Context: an optimization exercise on an open-source flow, tuned for a short achievable clock period and few clock cycles. The choices shown serve that exercise and are no tape-out recipe.
In this exercise RTL edits were held to simulation tests only and were not proved equivalent to the original.
Power and IR drop assume default switching activity.

==> flow/design.v, too long to show whole: its modules and the start of the top module <==
// module MulS1: 1844 lines
// module MulS2: 750 lines
// module Mips: 333 lines
module Mips (
    input clock,
    input reset,
    output [9:0] imem_addr,
    input [31:0] imem_data,
    output [9:0] dmem_addr,
    output [31:0] dmem_wdata,
    output dmem_we,
    input [31:0] dmem_rdata
);
  // ...
==> flow/flow/run.sh <==
#!/bin/bash
# The standard layout (standard.sh: the standard flow's synthesis and ORFS flow, unchanged)
# with two layout settings:
#  - timing repair aims for more setup slack than the clock period needs, so
#    that the layout runs faster than the period;
#  - ports are buffered with buf_4 (the default pick is a slow delay buffer).
# The make output goes to flow.log here; ORFS keeps each tool's own log under
# orfs/logs/.
set -euo pipefail
bash standard.sh SETUP_SLACK_MARGIN=8.5 "BUFFER_PORTS_ARGS=-buffer_cell sky130_fd_sc_hd__buf_4" finish > flow.log 2>&1
==> flow/standard.sh <==
#!/bin/bash
# synth_recipe.tcl (not shown) runs the flow's synth.tcl, then flattens the netlist and writes it again
# the make line also repeats each setting of config.mk as NAME=value (left out here)
make -C /OpenROAD-flow-scripts/flow DESIGN_CONFIG=/design/flow/config.mk WORK_HOME=/design/flow/orfs CLKGATE_MAP_FILE= SYNTH_SCRIPT=/design/flow/synth_recipe.tcl "${@:-finish}"
==> flow/config.mk <==
export PLATFORM = sky130hd
export DESIGN_NAME = Mips
export DESIGN_NICKNAME = Mips
export VERILOG_FILES = /design/flow/design.v
export SDC_FILE = /design/flow/constraint.sdc
export NUM_CORES = 8
export LEC_CHECK = 0
export CAP_MARGIN = 20
export CORE_MARGIN = 2
export CORE_UTILIZATION = 50
export SLEW_MARGIN = 20
==> flow/constraint.sdc <==
create_clock -name core_clock -period 12.0 [get_ports {clock}]
set_input_delay 2.4000 -clock core_clock [delete_from_list [all_inputs] [get_ports {clock}]]
set_output_delay 2.4000 -clock core_clock [all_outputs]
set_load 0.01 [all_outputs]
==> qor.csv, run 1 <==
metric,value,unit
r2r-start,pcI[2],
n_tap_cell,2511,
cts_tree,yes,
path_cells,buf_8 -> ha_4 -> inv_2 -> fa_1 -> inv_2 -> ha_4 -> and3_4 -> a32oi_4 -> o211ai_1 -> a21bo_2 -> nand2_1 -> nand2_1 -> a32oi_2 -> o221ai_1 -> nor2_1 -> o22ai_1,
multi_input_area_share,0.4701,
hold_ws,329.8,ps
grt_max_degree,153,
power.density,129.2,mW/mm²
syn_inst,10568,
gr-usage-met3,0.2023,
final.period_utilization,0.3525,
num_antenna_cells,12,
coreArea,0.1902,mm²
synth_most_common_cell,nand2_1,
p_leak,50.98,nW
utilization,0.6133,
synth-xor-area-share,0.02225,
cap_violations,1,
synth_top_family_by_area,compound AO/OA/AOI/OAI gates,
initial_utilization,0.5029,
ys_top_cells_by_area,"dfrtp_1 (29%), dfxtp_1 (12%), fa_1 (8.8%)",
top_usage_layer,met1,
syn_area,0.09565,mm²
so_faults,"capacitance limit, slew limit",
drv_slew,4,
instances_no_fill,13534,
seq_cell_count,1699,
outcome,finished with violations,
die_area,0.1948,mm²
power.internal,10.59,mW
p_total,15.07,mW
Testbench counts, summed over its fixed seeds: cycles 67,036.
==> inputs of run 2 (changes only) <==
--- a/flow/config.mk
+++ b/flow/config.mk
@@ -7,5 +7,5 @@
 export LEC_CHECK = 0
-export CAP_MARGIN = 20
+export CAP_MARGIN = 30
 export CORE_MARGIN = 2
 export CORE_UTILIZATION = 50
-export SLEW_MARGIN = 20
+export SLEW_MARGIN = 30
==> run 2 against run 1 <==
- the run now finishes clean
- largest power group unchanged
- global-route usage up 0.36 points
- combinational power up 2%
- largest cell class unchanged
- fmax up 0.56%
- final cell count up 0.50%
- clock skew down 13 ps
- flip-flop and latch count unchanged
- critical path type unchanged
- synthesized cell count unchanged
==> qor.csv, run 2 <==
metric,value,unit,change
gr-usage-met3,0.2100,,+0.007782
r2r-start,pcI[3],,
grt_overflow,0,,
syn_area,0.09565,mm²,unchanged
outcome,"complete, no violations",,
cts_buffers,187,,
yosysSeqAreaShare,0.4175,,
dr.pass1.iters,14,,
dp_cells,12682,,
p_leak,51.21,nW,+0.45%
die_h,441.4,µm,
largest_registers,"rf: 1024 flops, csM: 252 flops",,
clockRootBuffer,clkbuf_16,,
vias_per_cell,6.906,,
clock-sinks,1699,,
htreeDepth,4,,
cp_slowest_stage_delay,540,ps,
yosys.area.top_type_share,0.2865,,
mostFrequentLayoutCells,"nand2_1 (1537), o21ai_0 (1188), dfrtp_1 (1088)",,
worst_clock_skew,37.08,ps,
initial_utilization,0.5029,,unchanged
coreArea,0.1902,mm²,unchanged
hp-class,register to register,,
crit_buf_inv,3,,
largest_reg_flops,1024,,
yosys_warnings,2,,
io_buffers,118,,
setup.worst_path.start,imem_data[5],,
cap_violations,0,,-1
max_freq,0.2377,GHz,
max_slew.worst_pin.slew,1228,ps,
synth-edff-count,43,,
period_needed,4207,ps,
final_common_cell,nand2_1,,
synth_most_common_cell,nand2_1,,
crit_path_max_fanout,4,,
vias,93929,,
setup-violations-final,0,,
rsz0062_at_grt,true,,
cpMaxStageDelayCell,fa_1,,
critPathKind,primary input to register,,
cts_buffer_depth,3,,
synth_top_area_cell,dfrtp_1,,
relSlewSlack,0.1813,,
final.period_utilization,0.3506,,-0.001967
drt_iter0_markers,16235,,
rrSetupSlack,7890,ps,
p_total,15.10,mW,+0.17%
synth_cell_types,94,,
r2r-end,pcI[9],,
drive_gt1_frac,0.2020,,
antenna_found_initial,27,,
grt_pass1_wl,650500,µm,
path_cells,buf_8 -> ha_4 -> inv_2 -> fa_1 -> inv_2 -> ha_4 -> and3_4 -> a32oi_4 -> o211ai_1 -> a21bo_2 -> xnor2_1 -> o22ai_1 -> mux2i_1 -> o221ai_1 -> nor2_1 -> o22ai_1,,
track_usage,0.4688,,
grt_max_degree,153,,unchanged
regMostFlops,rf,,
hold_viol_final,0,,
use_met1,0.6223,,
clkTransAtPathRegs,60,ps,
synth_nets,11340,,
syn_inst,10568,,unchanged
die_area,0.1948,mm²,unchanged
num_io_pins,119,,
synth-seq-cells,1699,,
cts_tree,yes,,
nNetsFinal,11681,,
met2_usage,0.6199,,
syn_to_final_growth,22.71,%,
crit_end,pcI[9],,
fin_area,0.1174,mm²,
place_area,0.1003,mm²,
crit_family,compound AO/OA/AOI/OAI gates,,
crit_arrival,4960,ps,
peakVddDrop,0.0001604,V,
worst-path-stages,16,,
instances_no_fill,13602,,+0.50%
place_hpwl,275800,µm,
drv_slew,0,,-4
ys_top_cells_by_area,"dfrtp_1 (29%), dfxtp_1 (12%), fa_1 (8.8%)",,
worstSkewPairLatency,890,ps,
synthFlopType,dfrtp_1,,
num_rows,160,,
power.density,128.6,mW/mm²,-0.45%
wl,473600,µm,
startpoint_type,primary input,,
grt_pass1_vias,88455,,
crit_required,12760,ps,
place_congestion,1.007,,
holdPathStages,0,,
drcViolationCount,0,,
die_w,441.4,µm,
synthArstFlopShare,0.6457,,
wl_per_cell,34.82,µm,
yosys-top-cells-count,"nand2_1 (1575), o21ai_0 (1236), dfrtp_1 (1095)",,
critPathCaptureType,register,,
rr_worst_depth,18,,
ant_nets,0,,
top_usage_layer,met1,,
timing.setup.tns,0,ps,
hold_ws,329.4,ps,-0.3810 ps
syn_avg_cell_area,9.051,µm²,
run 2: how the worst min path moves through the flow:
stage	end	from	slack [ps]
floorplan	raW[0]	csM[0]	310
global placement	raW[2]	csM[5]	310
detailed placement	raW[2]	csM[5]	310
CTS	raW[2]	csM[5]	330
global route	raW[2]	csM[5]	340
finish	raW[1]	csM[1]	330
run 2: stage by stage:
stage | utilization | setup WS (ps)
after floorplan | - | 7175
after global placement | 0.5261 | 6687
after detailed placement | 0.5276 | 6756
after CTS | 0.5965 | 7842
after global routing | 0.6168 | 7656
final | 0.6171 | 7793
run 2: cell type report:
class | instances | area [µm²]
inverter | 641 | 2425
sequential | 1699 | 40220
clock buffer | 283 | 5612
multi-input combinational | 7461 | 54900
clock inverter | 63 | 842.1
fill | 15790 | 72810
antenna | 25 | 62.56
timing repair buffer | 919 | 10170
tap | 2511 | 3142
run 2: power by group:
group | internal (mW) | total (mW) | switching [mW]
clock network | 3.55 | 6.13 | 2.57
logic | 1.03 | 2.66 | 1.62
registers | 6.01 | 6.32 | 0.308
total | 10.6 | 15.1 | 4.50
run 2: repair_timing:
action	CTS	global route
cloned	37	19
setup buffers	318	174
gates resized for setup	765	530
hold buffers	0	0
pin swaps	197	218
setup endpoints to repair	1094	726
run 2: kinds of logic after synthesis:
family / share of synthesized area
flops: 0.4175
mux: 0.03245
fa+ha+maj: 0.1254
simple gates: 0.1367
xor+xnor: 0.02225
compound gates: 0.2097
buf+inv: 0.05595
run 2: metal layers:
layer	wire (µm)	share of wire
met1	174100	0.37
met2	181700	0.38
met3	78370	0.17
met4	38890	0.082
met5	565	0.0012

[afterwards: timing with drivers on the ports]
The results above use ideal ports. As a check the final layouts listed here were re-extracted and re-timed, cells and wires unchanged.
Step 1 assumes that a clkbuf_16 drives the clock port and a buf_2 every other input.
Step 2 times the ports against the registers' clock, not the clock port: input delays grow and output delays shrink by t, the midpoint of the rising clock arrivals with the driver on.
Slacks: ideal / step 1 / step 2; pairs: ideal / step 1.
run | shift t [ns] | setup slack, ns | worst setup path after step 2 | latest minus earliest clock arrival (ns) | pins driven straight from the clock port
run 1 | 0.943 | 7.769 / 7.811 / 6.869 | input to register | 0.058 / 0.059 | 1
run 2 | 0.970 | 7.793 / 7.835 / 6.865 | input to register | 0.040 / 0.040 | 1
For run 2, which loses most, drivers alone change the setup slack by +0.042 ns; drivers and shift together by -0.928 ns.
